Source: an optimization exercise on an open RTL-to-GDS flow (aim: small area and a short achievable clock period). Production flows keep margins and buffers that such runs may drop.
In this exercise RTL edits were held to simulation tests only and were not proved equivalent to the original.
Power and IR drop assume default switching activity.

v4:
## paintr_core
module paintr_core (
	input  logic         clk,
	input  logic         rst,
	input  logic         step,
	input  logic [7:0]   pos_x,
	input  logic [7:0]   pos_y,
	input  logic         sw_save,
	input  logic         sw_load,
	input  logic [639:0] ram_q,
	input  logic         fb_rdata,
	output logic [8:0]   ram_addr,
	output logic [639:0] ram_data,
	output logic         ram_wren,
	output logic [18:0]  fb_waddr,
	output logic         fb_wdata,
	output logic [18:0]  fb_raddr,
	output logic [7:0]   VGA_R,
	output logic [7:0]   VGA_G,
	output logic [7:0]   VGA_B,
	output logic         VGA_BLANK_N,
	output logic         VGA_CLK,
	output logic         VGA_HS,
	output logic         VGA_SYNC_N,
	output logic         VGA_VS
);
For scale: ~3400 cells after synthesis, about 770 flip-flops, roughly 1400 I/O pins.
Settings: LEC_CHECK=0, CAP_MARGIN=20, CORE_AREA=5 5 325 325, CTS_BUF_LIST=sky130_fd_sc_hd__clkbuf_8 sky130_fd_sc_hd__clkbuf_16, CTS_CLUSTER_DIAMETER=60, CTS_CLUSTER_SIZE=20, DIE_AREA=0 0 330 330, SETUP_SLACK_MARGIN=3.1, SLEW_MARGIN=20, TNS_END_PERCENT=5, BUFFER_PORTS_ARGS=-buffer_cell sky130_fd_sc_hd__buf_1, PLACE_PINS_ARGS=-min_distance 1 -min_distance_in_tracks; clock period 6.5 ns.
standard.sh (not shown) runs the stock make flow with config.mk's settings and CLKGATE_MAP_FILE= SYNTH_SCRIPT=/design/flow/synth_recipe.tcl, a recipe that flattens the netlist after the stock synthesis.
==> flow/flow/run.sh <==
#!/bin/bash
# Standard ORFS layout (the standard.sh), with two layout choices added to
# config.mk: port buffers use the smallest buffer cell, and pins may sit on
# adjacent routing tracks so that a smaller die still holds all 1370 ports.
set -euo pipefail
cat flow/extra.mk >> config.mk
bash standard.sh > standard.log 2>&1
==> flow/flow/extra.mk <==
export BUFFER_PORTS_ARGS = -buffer_cell sky130_fd_sc_hd__buf_1
export PLACE_PINS_ARGS = -min_distance 1 -min_distance_in_tracks
v4 did not stop at any stage, and its layout met the timing, design-rule and antenna checks.
diff inputs: v4 => v5
# v4
export LEC_CHECK = 0
export CAP_MARGIN = 20
export CORE_AREA = 5 5 325 325
export CTS_BUF_LIST = sky130_fd_sc_hd__clkbuf_8 sky130_fd_sc_hd__clkbuf_16
export CTS_CLUSTER_DIAMETER = 60
export CTS_CLUSTER_SIZE = 20
export DIE_AREA = 0 0 330 330
export SETUP_SLACK_MARGIN = 3.1
export SLEW_MARGIN = 20
export TNS_END_PERCENT = 5
export BUFFER_PORTS_ARGS = -buffer_cell sky130_fd_sc_hd__buf_1
export PLACE_PINS_ARGS = -min_distance 1 -min_distance_in_tracks
create_clock -name core_clock -period 6.5 [get_ports {clk}]
# v5
export LEC_CHECK = 0
export CAP_MARGIN = 20
export CORE_AREA = 5 5 325 325
export CTS_BUF_LIST = sky130_fd_sc_hd__clkbuf_8 sky130_fd_sc_hd__clkbuf_16
export CTS_CLUSTER_DIAMETER = 60
export CTS_CLUSTER_SIZE = 20
export DIE_AREA = 0 0 330 330
export SETUP_SLACK_MARGIN = 3.5
export SLEW_MARGIN = 20
export TNS_END_PERCENT = 5
export BUFFER_PORTS_ARGS = -buffer_cell sky130_fd_sc_hd__buf_1
export PLACE_PINS_ARGS = -min_distance 1 -min_distance_in_tracks
create_clock -name core_clock -period 6.5 [get_ports {clk}]
==> summary.txt <==
[compare] base=v4 new=v5: switching part of the total power now smaller; H-tree depth now larger; area added between synthesis and finish now larger; total power of the final layout now larger. The number of vias in the routed layout of v5 is higher than that of v4. Going from v4 to v5, average wire per standard cell shrank by a few percent. For the clock power share, v5 came in 1.1 points higher than v4 did. All of v5 and v4 finish clean. Post-detailed-route via-to-cell ratio delta (v5 -> v4): insignificant. Sequential share of cell area for v5: 1.6 points down relative to v4. Cmp v5 and v4 / worst-case setup margin in the final layout / higher: v5. Synthesized-area fraction occupied by ao, oa, aoi and oai cells essentially unchanged between v5 and v4.
The inputs of v37 differ from those of v5 as listed below.
# v5
export LEC_CHECK = 0
export CAP_MARGIN = 20
export CORE_AREA = 5 5 325 325
export CTS_BUF_LIST = sky130_fd_sc_hd__clkbuf_8 sky130_fd_sc_hd__clkbuf_16
export CTS_CLUSTER_DIAMETER = 60
export CTS_CLUSTER_SIZE = 20
export DIE_AREA = 0 0 330 330
export SETUP_SLACK_MARGIN = 3.5
export SLEW_MARGIN = 20
export TNS_END_PERCENT = 5
export BUFFER_PORTS_ARGS = -buffer_cell sky130_fd_sc_hd__buf_1
export PLACE_PINS_ARGS = -min_distance 1 -min_distance_in_tracks
create_clock -name core_clock -period 6.5 [get_ports {clk}]
# v37
export LEC_CHECK = 0
export CAP_MARGIN = 20
export CORE_AREA = 5 5 355 355
export CTS_BUF_LIST = sky130_fd_sc_hd__clkbuf_8
export CTS_CLUSTER_DIAMETER = 60
export CTS_CLUSTER_SIZE = 20
export DIE_AREA = 0 0 360 360
export SETUP_SLACK_MARGIN = 3.3
export SLEW_MARGIN = 20
export BUFFER_PORTS_ARGS = -buffer_cell sky130_fd_sc_hd__buf_1
export PLACE_PINS_ARGS = -min_distance 1 -min_distance_in_tracks
create_clock -name core_clock -period 6.5 [get_ports {clk}]
### Flow results
- Instance count after placement with tap cells included: v37 > v5
- Going from v5 to v37, post-layout worst setup margin lost 0.069 ns, total leakage power lost about 3%, met3 usage lost 0.86 points.
- Between v37 and v5, first-iteration DRC count is lower for v5, v37 comes in above that.
- Critical path data arrival time delta for v37 relative to v5: 0.07 ns higher
- Lower number of buffers inserted during clock tree synthesis was reported by v5, not v37.
- Going from v5 to v37, setup slack at placement up 0.034 ns, final period utilization climbed 1.1 points.
--- input diff v37..v16 ---
# v37
export LEC_CHECK = 0
export CAP_MARGIN = 20
export CORE_AREA = 5 5 355 355
export CTS_BUF_LIST = sky130_fd_sc_hd__clkbuf_8
export CTS_CLUSTER_DIAMETER = 60
export CTS_CLUSTER_SIZE = 20
export DIE_AREA = 0 0 360 360
export SETUP_SLACK_MARGIN = 3.3
export SLEW_MARGIN = 20
export BUFFER_PORTS_ARGS = -buffer_cell sky130_fd_sc_hd__buf_1
export PLACE_PINS_ARGS = -min_distance 1 -min_distance_in_tracks
create_clock -name core_clock -period 6.5 [get_ports {clk}]
# v16
export LEC_CHECK = 0
export CAP_MARGIN = 20
export CORE_AREA = 5 5 295 295
export CTS_BUF_LIST = sky130_fd_sc_hd__clkbuf_8 sky130_fd_sc_hd__clkbuf_16
export CTS_CLUSTER_DIAMETER = 60
export CTS_CLUSTER_SIZE = 20
export DIE_AREA = 0 0 300 300
export SETUP_SLACK_MARGIN = 3.3
export SLEW_MARGIN = 20
export TNS_END_PERCENT = 5
export BUFFER_PORTS_ARGS = -buffer_cell sky130_fd_sc_hd__buf_1
export PLACE_PINS_ARGS = -min_distance 1 -min_distance_in_tracks
create_clock -name core_clock -period 6.5 [get_ports {clk}]
--- outcome ---
- Looking only at row count, and setting everything else aside, the lower value of v16 and v37 goes to v16.
- v37 → v16: setup slack shows a reduction of 0.012 ns, final weighted congestion of routability-driven global placement shows a reduction of about 2.2%, worst hold slack shows no meaningful change.
- A worst setup path endpoint of fb_waddr[1] is what v16 shows, while ram_addr[3] belongs to v37.

========
Another version of the RTL of paintr_core (not shown whole).
For scale: roughly 3,100 cells after synthesis, roughly 750 flip-flops, about 1,400 I/O pins.
==> flow/design.v (excerpt) <==
module paintr_core (
	input  logic         clk,
	input  logic         rst,
	input  logic         step,
	input  logic [7:0]   pos_x,
	input  logic [7:0]   pos_y,
	input  logic         sw_save,
	input  logic         sw_load,
	input  logic [639:0] ram_q,
	input  logic         fb_rdata,
	output logic [8:0]   ram_addr,
	output logic [639:0] ram_data,
	output logic         ram_wren,
	output logic [18:0]  fb_waddr,
	output logic         fb_wdata,
	output logic [18:0]  fb_raddr,
	output logic [7:0]   VGA_R,
	output logic [7:0]   VGA_G,
	output logic [7:0]   VGA_B,
	output logic         VGA_BLANK_N,
	output logic         VGA_CLK,
	output logic         VGA_HS,
	output logic         VGA_SYNC_N,
	output logic         VGA_VS
);
	logic [10:0] cx, cy;
	always_ff @(posedge clk) begin
		if (rst) begin
			cx <= 11'd0;
			cy <= 11'd0;
		end else if (step) begin
			if (pos_x > 8'h30) cx <= pos_x[7] ? cx - 11'd1 : cx + 11'd1;
			if (pos_y > 8'h30) cy <= pos_y[7] ? cy + 11'd1 : cy - 11'd1;
		end
	end
	logic [9:0] load_x;
	logic [8:0] load_y;
	logic       color, act, wrap;
	logic [639:0] q_sh;    
	assign q_sh = {1'b0, ram_q[639:1]};
	logic [7:0]  s0, s1;
	logic [9:0]  s2;
	logic [79:0] g1;
	logic [9:0]  g2;
	logic        q_mux;
	always_comb begin
		for (int k = 0; k < 8; k++)  s0[k] = (load_x[2:0] == k);
		for (int k = 0; k < 8; k++)  s1[k] = (load_x[5:3] == k);
		for (int k = 0; k < 10; k++) s2[k] = (load_x[9:6] == k);
		for (int h = 0; h < 80; h++) g1[h] = |(q_sh[8*h +: 8] & s0);
		for (int m = 0; m < 10; m++) g2[m] = |(g1[8*m +: 8] & s1);
		q_mux = |(g2 & s2);
	end
	logic row_end, all_done, upd;
	assign row_end  = act & ~wrap & (load_x == 10'd638);          
	assign all_done = act & wrap & (load_y == 9'd478);            
	assign upd      = ~row_end & ~all_done;
  ...
==> flow/config.mk <==
export PLATFORM = sky130hd
export DESIGN_NAME = paintr_core
export DESIGN_NICKNAME = paintr_core
export VERILOG_FILES = /design/flow/design.v
export SDC_FILE = /design/flow/constraint.sdc
export NUM_CORES = 4
export LEC_CHECK = 0
export CAP_MARGIN = 20
export CORE_AREA = 5 5 355 355
export DIE_AREA = 0 0 360 360
export SLEW_MARGIN = 20
export BUFFER_PORTS_ARGS = -buffer_cell sky130_fd_sc_hd__buf_1
export PLACE_PINS_ARGS = -min_distance 1 -min_distance_in_tracks
==> flow/constraint.sdc <==
create_clock -name core_clock -period 6.5 [get_ports {clk}]
set_input_delay 1.3000 -clock core_clock [delete_from_list [all_inputs] [get_ports {clk}]]
set_output_delay 1.3000 -clock core_clock [all_outputs]
set_load 0.01 [all_outputs]
Scripts as last shown in full above: flow/flow/run.sh, flow/flow/extra.mk
Change:
CTS_BUF_LIST = sky130_fd_sc_hd__clkbuf_8   (was not set)
CTS_CLUSTER_SIZE = 24   (was not set)
- The new run passed the timing, design-rule and antenna checks
- count of clock-buffer cells in the layout goes up by 31
- design area goes down slightly
- worst setup slack improved by 0.035 ns
- utilization goes down by 0.16 points

static timing again, ports no longer ideal:
Ports are ideal in the flow. The routed layouts listed here were re-timed in OpenROAD. Step 1 (the two cells are an assumption about what drives the block):
set clk [get_ports {clk}]
set_driving_cell -lib_cell sky130_fd_sc_hd__clkbuf_16 $clk
set_driving_cell -lib_cell sky130_fd_sc_hd__buf_2 [delete_from_list [all_inputs] $clk]
Step 2 times the ports against the registers' clock, not the clock port: input delays grow and output delays shrink by t, the midpoint of the rising clock arrivals with the driver on. a / b / c = ideal / step 1 / step 2; a / b = the first two.
run	t (ns)	setup slack, ns	hold WS [ns]	worst setup path at the end	slew at the worst register clock pin (ns)
v4	0.720	2.916 / 2.816 / 2.234	0.453 / 0.453 / 0.453	input to register	0.09 / 0.09
v5	0.686	3.098 / 2.931 / 2.470	0.452 / 0.452 / 0.452	input to register	0.09 / 0.09
v37	0.773	3.029 / 2.816 / 2.317	0.459 / 0.459 / 0.459	input to register	0.12 / 0.12
v16	0.698	3.017 / 2.918 / 2.473	0.456 / 0.456 / 0.456	input to register	0.09 / 0.09
the first run of note 2	0.694	1.801 / 1.723 / 1.122	0.476 / 0.476 / 0.476	input to register	0.07 / 0.07
the second run of note 2	0.812	1.836 / 1.760 / 1.076	0.475 / 0.475 / 0.475	input to register	0.07 / 0.07
After both steps every run listed still meets setup and hold. For the second run of note 2, which loses most, drivers alone change the setup slack by -0.076 ns; drivers and shift together by -0.760 ns.
